This is an optimization exercise on Yosys and OpenROAD, whose aim is a short achievable clock period and few clock cycles per item, not a production implementation. Only simulation tests tie the RTL to the original design; equivalence was not proved.

### flow/constraint.sdc
create_clock -name core_clock -period 5.0 [get_ports {clock}]
set_input_delay 1.0000 -clock core_clock [delete_from_list [all_inputs] [get_ports {clock}]]
set_output_delay 1.0000 -clock core_clock [all_outputs]
set_load 0.01 [all_outputs]
### flow/config.mk
export PLATFORM = sky130hd
export DESIGN_NAME = mm_gcd
export DESIGN_NICKNAME = mm_gcd
export VERILOG_FILES = /design/flow/design.v
export SDC_FILE = /design/flow/constraint.sdc
export NUM_CORES = 4
export LEC_CHECK = 0
export CAP_MARGIN = 20
export CORE_MARGIN = 2
export CORE_UTILIZATION = 40
export SLEW_MARGIN = 20
### flow/run.sh
#!/bin/bash
# synth_recipe.tcl (not shown) runs the flow's synth.tcl, then flattens the netlist and writes it again
# the make line also repeats each setting of config.mk as NAME=value (left out here)
make -C /OpenROAD-flow-scripts/flow DESIGN_CONFIG=/design/flow/config.mk WORK_HOME=/design/flow/orfs CLKGATE_MAP_FILE= SYNTH_SCRIPT=/design/flow/synth_recipe.tcl finish
### flow/design.v
`timescale 1ns/10ps
module mm_gcd (
    clock,
    reset,
    a,
    b,
    c,
    start,
    finished
);
input clock;
input reset;
input [31:0] a;
input [31:0] b;
output [31:0] c;
reg [31:0] c;
input start;
output finished;
reg finished;
reg [31:0] y;
reg [31:0] x;
always @(posedge clock) begin: MM_GCD_RTL
    if (reset == 0) begin
        y <= 0;
        x <= 0;
        finished <= 1;
        c <= 0;
    end
    else begin
        if (start) begin
            finished <= 1'b0;
            x <= a;
            y <= b;
        end
        else begin
            if ((y == 0)) begin
                finished <= 1'b1;
                c <= x;
            end
            else if ((x > y)) begin
                x <= (x - y);
            end
            else begin
                y <= (y - x);
            end
        end
    end
end
endmodule
==> results.yml, run 1 <==
run_status:
  outcome: "no timing/DRC/antenna violations"
placed_design:
  port_buffers: 99
  dp.final_hpwl_mm: 20.0
  gp_congestion: 0.959
final_layout:
  nFillCells: 1907
  drive_above_1_share_pct: 6.99
  seq_area_um2: 1940
  syn_to_final_growth_pct: 17.6
  diodes: 0
  final_nets: 1185
  multi_input_area_um2: 5080
synthesis:
  synth_cell_type_count: 80
  synth-compound-area-share_pct: 31.6
  synth_fp_nets: 1129
  synthArstFlopShare_pct: 0
  synth-main-ff-cell: "dfxtp_1"
  ys_seq_area_share_pct: 25.5
  synth_edf_count: 0
  ys_seq_elements: 97
  synth_fa_ha_area_share_pct: 10.9
  synth_top_area_share_pct: 25.5
  synth-simple-area-share_pct: 17.2
  synth_area_leaders: "dfxtp_1 (25%), ha_1 (10%), a21oi_1 (8.3%)"
  synth_top_family_by_area: "compound AO/OA/AOI/OAI gates"
  synthCells: 997
  syn_area_um2: 7630
  synth_area_per_cell_um2: 7.65
  yosysMostFrequentCell: "nand2_1"
  ys_warn_count: 1
  synth_xor_area_share_pct: 6.20
  synth_commonest_cells: "nand2_1 (136), a21oi_1 (127), dfxtp_1 (97)"
  muxShareOfSynthArea_pct: 0.525
  yosys.area.top_type: "dfxtp_1"
worst_setup_path:
  critPathRequiredTime_ps: 5230
  rrSetupSlack_ps: 1310
  rr_endpoint: "y[29]"
  critical_path_class: "reg -> reg"
  reg2reg_depth: 11
  path_max_fanout: 8
  end_kind: "flip-flop"
  crit_path_top_delay_cell: "nor3_2"
  start_kind: "flip-flop"
  path_cells: "inv_1 -> ha_1 -> and2_1 -> nand4_1 -> nor3_1 -> nand3_1 -> o31ai_1 -> a21oi_1 -> nor3_2 -> a21boi_1 -> a2111oi_2"
  r2r_start: "y[3]"
  critical_path_arrival_ps: 3920
  cpPeakStageDelay_ps: 680
detailed_routing:
  ant_nets: 0
  via_count: 7459
  firstDrtPassIters: 5
  vias_per_cell: 5.77
  dr.first_iter.drc_count: 535
  wl_per_cell_um: 20.2
  routed_wirelength_mm: 26.1
  route.detailed.drc: 0
sta:
  fmax_mhz: 271
  grt_setup_unrepaired: "no"
  setup_tns_ps: 0
  setup_viol: 0
  tightest_slew_ps: 834
  hold_ws_ps: 455
  final-hold-violation-count: 0
  slew_violations: 0
  relSlewSlack_pct: 44.1
  fin_crit_sh_pct: 73.8
  fin_worst_skew_ps: 8.33
  layout_min_cycle_time_ps: 3690
floorplanning:
  rows: 50
  start_util_pct: 40.8
  die_x_um: 142
  die_area_um2: 20200
  core-area_um2: 18700
  die_h_um: 142
  io_pins: 100
cts:
  root_buffer: "clkbuf_16"
  htree_levels: 3
  hold_buffers: 0
  cts_tree: "done"
  path_clk_slew_ps: 70
  clk_path_buf_depth: 2
  cts.sinks: 97
  clock_latency_ps: 360
  cts_buffers: 9
  cts_setup_buffers: 0
  cts_resized: 0
job:
  maxCapViolations: 0
grt:
  grtUsageTotal_pct: 25.8
  antenna_found_initial: 0
  globalRouteOverflowTotal: 0
  grt_pass1_vias: 7247
  grt_max_degree: 49
  grt_pass1_wl_mm: 40.3
hold_path:
  hold_depth: 2
  holdPathEnd: "c[22]"
  hp-class: "reg -> reg"
  hold_path.startpoint: "c[22]"
final cells by class:
class | instances | area share, %
Clock inverter | 6 | 0.628
Clock buffer | 10 | 2.66
Multi-Input combinational cell | 755 | 56.6
Inverter | 83 | 3.47
Sequential cell | 97 | 21.6
Timing Repair Buffer | 107 | 11.8
Tap cell | 234 | 3.26
cell families after synthesis:
kind of cell,count (synthesis)
simple gates,283
compound gates,349
mux,4
buf+inv,145
flops,97
xor+xnor,54
fa+ha+maj,65
per-layer routing:
| layer | global-route usage (%) | part of all wire (%) |
|---|---|---|
| met3 | 2.96 | 4.3 |
| met2 | 43.0 | 47 |
| met4 | 12.4 | 4.5 |
| met1 | 33.2 | 44 |
| met5 | 0 | 0 |
state kept, by name, summed over array words and instances, names as in the netlist:
signal / count
c: 32
finished: 1
x: 32
y: 32
cell usage in the layout (no fill, tap or decap), types with 13 or more instances in the layout:
master           netlist  layout
a21o_1                26      26
a21oi_1              127     127
clkdlybuf4s50_1        0      99
dfxtp_1               97      97
ha_1                  63      63
inv_1                 81      79
nand2_1              136     136
nand3_1               17      17
nand4_1               19      19
nor2_1                45      43
nor3_1                14      14
o21ai_0               55      55
o21bai_1              13      13
xnor2_1               35      35
xor2_1                19      19
worst max-delay path, delay by kind of cell (launching register included):
kind / cells / cell delay, ps
fa+ha+maj: 1 / 450
flops: 1 / 400
compound gates: 4 / 1180
simple gates: 5 / 1460
buf+inv: 1 / 60
per-stage QoR:
step / setup WS [ps] / util, % / cell area, um^2 / instances
finish: 1310 / 48.0 / 8970 / 1292
global route: 1110 / 48.0 / 8970 / 1292
CTS: 1290 / 47.9 / 8960 / 1291
detailed placement: 1320 / 46.3 / 8660 / 1275
global placement: 1290 / 46.3 / 8660 / 1275
floorplan: 2150 / - / 7630 / 997
worst max path at each step:
| stage | endpoint | start | slack, ps | cells past startpoint |
|---|---|---|---|---|
| floorplan | y[18] | x[0] | 2150 | 14 |
| global placement | x[0] | y[3] | 1290 | 11 |
| detailed placement | y[10] | y[18] | 1320 | 10 |
| CTS | y[20] | y[18] | 1290 | 10 |
| global route | y[29] | y[8] | 1110 | 10 |
| finish | y[29] | y[3] | 1310 | 11 |
Testbench counts, summed over its fixed seeds: cycles 348,584, items 2,400.
==> run 2, diff against run 1 <==
==> flow/design.v (replaced) <==
`timescale 1ns/10ps
module mm_gcd (
    clock,
    reset,
    a,
    b,
    c,
    start,
    finished
);
input clock;
input reset;
input [31:0] a;
input [31:0] b;
output [31:0] c;
input start;
output finished;
reg [31:0] u;
reg [31:0] v;
reg [4:0] k;
reg fin;
reg fix;
assign finished = fin;
assign c = u << k;
function [4:0] ctz32;
    input [31:0] x;
    integer i;
    begin
        ctz32 = 5'd0;
        for (i = 31; i >= 0; i = i - 1)
            if (x[i]) ctz32 = i;
    end
endfunction
function [3:0] qsel;
    input [2:0] l;
    input [2:0] s;
    reg [3:0] lf, sf;
    integer m;
    begin
        lf = {l, 1'b1};
        sf = {s, 1'b1};
        qsel = 4'd0;
        for (m = 7; m >= 1; m = m - 2) begin
            if (((lf - m * sf) & 4'hf) == 4'd0) qsel = {1'b1, m[2:0]};
            if (((lf + m * sf) & 4'hf) == 4'd0) qsel = {1'b0, m[2:0]};
        end
    end
endfunction
function [31:0] reduce;
    input [31:0] l;
    input [31:0] s;
    reg [3:0] q;
    reg [37:0] se, ns, p, x, y, nx, ny, nl, sum, csa_c, nsum, ncsa_c;
    reg [37:0] r, nr, ar, sh;
    reg [3:0] t;
    integer i;
    begin
        q = qsel(l[3:1], s[3:1]);
        se = {6'd0, s};
        ns = ~se ^ 38'd1;                       
        case (q[2:0])
            3'd3: p = se << 1;
            3'd5: p = se << 2;
            3'd7: p = se << 3;
            default: p = 38'd0;
        endcase
        if (q[3]) begin
            x = (q[2:0] == 3'd7) ? (ns << 3) : ((q[2:0] == 3'd5) ? (ns << 2) :
                ((q[2:0] == 3'd3) ? (ns << 1) : 38'd0));
            y = (q[2:0] == 3'd7) ? se : ns;
            nx = p;
            ny = (q[2:0] == 3'd7) ? ns : se;
        end else begin
            x = p;
            y = (q[2:0] == 3'd7) ? ns : se;
            nx = (q[2:0] == 3'd7) ? (ns << 3) : ((q[2:0] == 3'd5) ? (ns << 2) :
                 ((q[2:0] == 3'd3) ? (ns << 1) : 38'd0));
            ny = (q[2:0] == 3'd7) ? se : ns;
        end
        nl = ~{6'd0, l} ^ 38'd1;                
        sum = {6'd0, l} ^ x ^ y;
        csa_c = (({6'd0, l} & x) | ({6'd0, l} & y) | (x & y)) << 1;
        r = sum + csa_c;
        nsum = nl ^ nx ^ ny;
        ncsa_c = ((nl & nx) | (nl & ny) | (nx & ny)) << 1;
        nr = nsum + ncsa_c;
        ar = r[37] ? nr : r;
        t = 4'd7;
        for (i = 10; i >= 4; i = i - 1)
            if (r[i]) t = i - 4;
        sh = (ar >> 4) >> t;
        reduce = sh[31:0];
    end
endfunction
wire [4:0] za = ctz32(a);
wire [4:0] zb = ctz32(b);
wire [31:0] ao = a >> za;
wire [31:0] bo = b >> zb;
wire a_zero = (a == 32'd0);
wire b_zero = (b == 32'd0);
wire a_pow2 = ((a & (a - 32'd1)) == 32'd0);
wire b_pow2 = ((b & (b - 32'd1)) == 32'd0);
wire gt = (u > v);
wire eq = (u == v);
wire [31:0] wu = reduce(u, v);
wire [31:0] wv = reduce(v, u);
wire [31:0] w = gt ? wu : wv;
wire w_one = gt ? (wu == 32'd1) : (wv == 32'd1);
wire [31:0] uf = u >> ctz32(u);
always @(posedge clock) begin
    if (reset == 0) begin
        fin <= 1'b1;
        fix <= 1'b0;
    end
    else if (start) begin
        fix <= 1'b0;
        if (a_zero || b_zero) begin
            fin <= 1'b1;
            u <= a | b;
            k <= 5'd0;
        end
        else begin
            k <= (za < zb) ? za : zb;
            u <= (a_pow2 || b_pow2) ? 32'd1 : ao;
            v <= bo;
            fin <= a_pow2 || b_pow2 || (a == b);
        end
    end
    else if (!fin) begin
        if (fix) begin
            fix <= 1'b0;
            if (u == 32'd0) begin
                u <= v;
                fin <= 1'b1;
            end
            else begin
                u <= uf;
                fin <= (uf == 32'd1);
            end
        end
        else if (eq) begin
            fin <= 1'b1;
        end
        else begin
            u <= w;
            v <= gt ? v : u;
            fin <= w_one;
            fix <= ~w[0];
        end
    end
end
endmodule
==> run 2 against run 1 <==
The layout now fails its checks (setup timing). Final area grew to 5.7 times the previous value. Global-route usage increased by 14 points. Maximum frequency is 54% lower. Worst setup slack worse by 4400 ps. Non-clock buffer count rose by 1601. Sequential share of layout area is 18 points lower.
==> results.yml, run 2 <==
run_status:
  outcome: "failed layout checks"
  checkFailReasons: "setup timing"
synthesis:
  syn_area_um2: 34400
  synth-main-ff-cell: "edfxtp_1"
  synth_commonest_cells: "nor2_1 (517), nand2_1 (453), a21oi_1 (368)"
  synth_top_area_share_pct: 11.1
  synth_area_per_cell_um2: 7.10
  synth_fp_nets: 5355
  synth_cell_type_count: 110
  ys_warn_count: 1
  synthCells: 4850
  ys_seq_elements: 71
  synthArstFlopShare_pct: 0
  yosys.area.top_type: "ha_1"
  yosysMostFrequentCell: "nor2_1"
  synth_area_leaders: "ha_1 (11%), mux2i_1 (8.5%), fa_1 (7.7%)"
  synth_edf_count: 69
  ys_seq_area_share_pct: 6.14
final_layout:
  layout_common_cells: "buf_4 (1526), nor2_1 (501), nand2_1 (447)"
  largestRegisters: "u (32), v (32), k (5)"
  nFillCells: 8017
  layout.cells.most_common: "buf_4"
  finish.utilization_pct: 60.4
  drive_above_1_share_pct: 33.9
  final_nets: 6761
  syn_to_final_growth_pct: 49.6
sta:
  slew_violations: 0
  relSlewSlack_pct: 24.8
  fmax_mhz: 123
  grt_setup_unrepaired: "yes"
  fin_crit_sh_pct: 162
  layout_min_cycle_time_ps: 8100
  tightest_slew_ps: 1130
  final-hold-violation-count: 0
  fin_worst_skew_ps: 18.8
  worst_slack_ps: -3100
  setup_viol: 34
worst_setup_path:
  cpPeakStageDelay_ps: 550
  rrSetupSlack_ps: -3100
  critical_path_arrival_ps: 8440
  crit_path_top_delay_cell: "fa_1"
  end_kind: "flip-flop"
  crit_buf_inv: 8
  path_max_fanout: 19
  crit_family: "compound AO/OA/AOI/OAI gates"
  start_kind: "flip-flop"
  critical_path_class: "reg -> reg"
  critPathRequiredTime_ps: 5330
floorplanning:
  die_area_um2: 88400
  die_x_um: 297
  rows: 107
  start_util_pct: 40.4
  io_pins: 100
  core-area_um2: 85300
  die_h_um: 297
detailed_routing:
  routed_wirelength_mm: 184
  via_count: 45100
  ant_nets: 0
  dr.first_iter.drc_count: 4156
  firstDrtPassIters: 6
  vias_per_cell: 6.09
  route.detailed.drc: 0
  wl_per_cell_um: 24.9
grt:
  globalRouteOverflowTotal: 0
  grt_pass1_vias: 43900
  antenna_found_initial: 4
  grt_max_degree: 37
  grtUsageTotal_pct: 40.1
  grt_pass1_wl_mm: 273
placed_design:
  dp.final_hpwl_mm: 154
  gp_congestion: 1.04
  port_buffers: 99
  dp_slack_ps: -3770
cts:
  root_buffer: "clkbuf_16"
  cts.sinks: 71
  path_clk_slew_ps: 70
  cts_tree: "done"
  hold_buffers: 0
  clk_path_buf_depth: 2
  clock_latency_ps: 390
  htree_levels: 3
  cts_buffers: 9
hold_path:
  hp-class: "reg -> reg"
job:
  maxCapViolations: 0
run 2: cell type report:
class	count	area [um^2]	area share, %
Sequential cell	71	2110	4.10
Tap cell	1144	1430	2.78
Antenna cell	4	10.0	0.0194
Clock inverter	6	115	0.223
Multi-Input combinational cell	4136	32500	63.1
Inverter	330	1260	2.44
Clock buffer	10	229	0.445
Timing Repair Buffer	1708	13900	26.9
run 2: path summary, 6_finish.rpt:
| kind | start | endpoint | cells after the start |
|---|---|---|---|
| setup / recovery | u[2] | fin | 35 |
| hold / removal | fin | fix | 2 |
| setup reg to reg | u[2] | fin | 35 |
| hold reg to reg | fin | fix | 2 |
run 2: what timing repair did:
item,4_1_cts,5_1_grt
setup buffers,52,18
pin swaps,79,80
resized for setup,268,253
gates cloned,2,0
setup endpoints to repair,34,53
run 2: cells by family (layout without fill, tap and decap cells):
group	Yosys count	count (layout)	share of synthesized area (%)
AO/OA/AOI/OAI	1593	1594	30.8
AND/OR/NAND/NOR	1537	1537	20.5
buffers and inverters	644	2054	7.44
adder cells (fa/ha/maj)	442	442	18.9
multiplexers	343	343	10.6
XOR/XNOR	220	220	5.60
flip-flops	71	71	6.14
other	0	4	0
run 2: per-layer routing:
metal / up-vias / wire length [um] / global-route usage [%]
li1: 20800 / - / -
met1: 21600 / 74100 / 50.2
met2: 2153 / 80900 / 64.3
met3: 507 / 16000 / 7.33
met4: 8 / 13100 / 23.5
met5: - / 119 / 0
run 2: per-stage QoR:
stage          instance area, um^2  hold slack, ps  TNS, ps  cells
6_report                     51500             873   -94700   7409
5_1_grt                      51500             873  -102550   7405
4_1_cts                      50100             847   -91150   7388
3_5_place_dp                 48000             835  -112510   7318
3_3_place_gp                 48000             812  -109650   7318
2_1_floorplan                34700             576  -100930   4850
run 2: worst min-delay path, cell delays in order (launching register included):
cell     delay (ps)
dfxtp_1         530
a21oi_1         250
nor2_1           50
Testbench counts of run 2, summed over its fixed seeds: cycles 20,152, items 2,400.

==> what the ideal ports hide <==
In the flow no input, the clock included, has a driving cell. The finished layouts below were timed again as built, in two steps.
Step 1 assumes that a clkbuf_16 drives the clock port and a buf_2 every other input.
Step 2, shift: input delay + t, output delay - t, t = (earliest + latest rising clock arrival at the registers) / 2. This alone moves slack from input paths to output paths.
a / b / c = ideal ports / drivers / drivers and shift; a / b = the first two.
| run | t (ns) | setup slack, ns | hold WS [ns] | slew at the worst register clock pin (ns) |
|---|---|---|---|---|
| run 1 | 0.396 | 1.308 / 1.308 / 1.308 | 0.455 / 0.455 / 0.455 | 0.08 / 0.08 |
| run 2 | 0.447 | -3.104 / -3.104 / -3.104 | 0.873 / 0.873 / 0.873 | 0.08 / 0.08 |
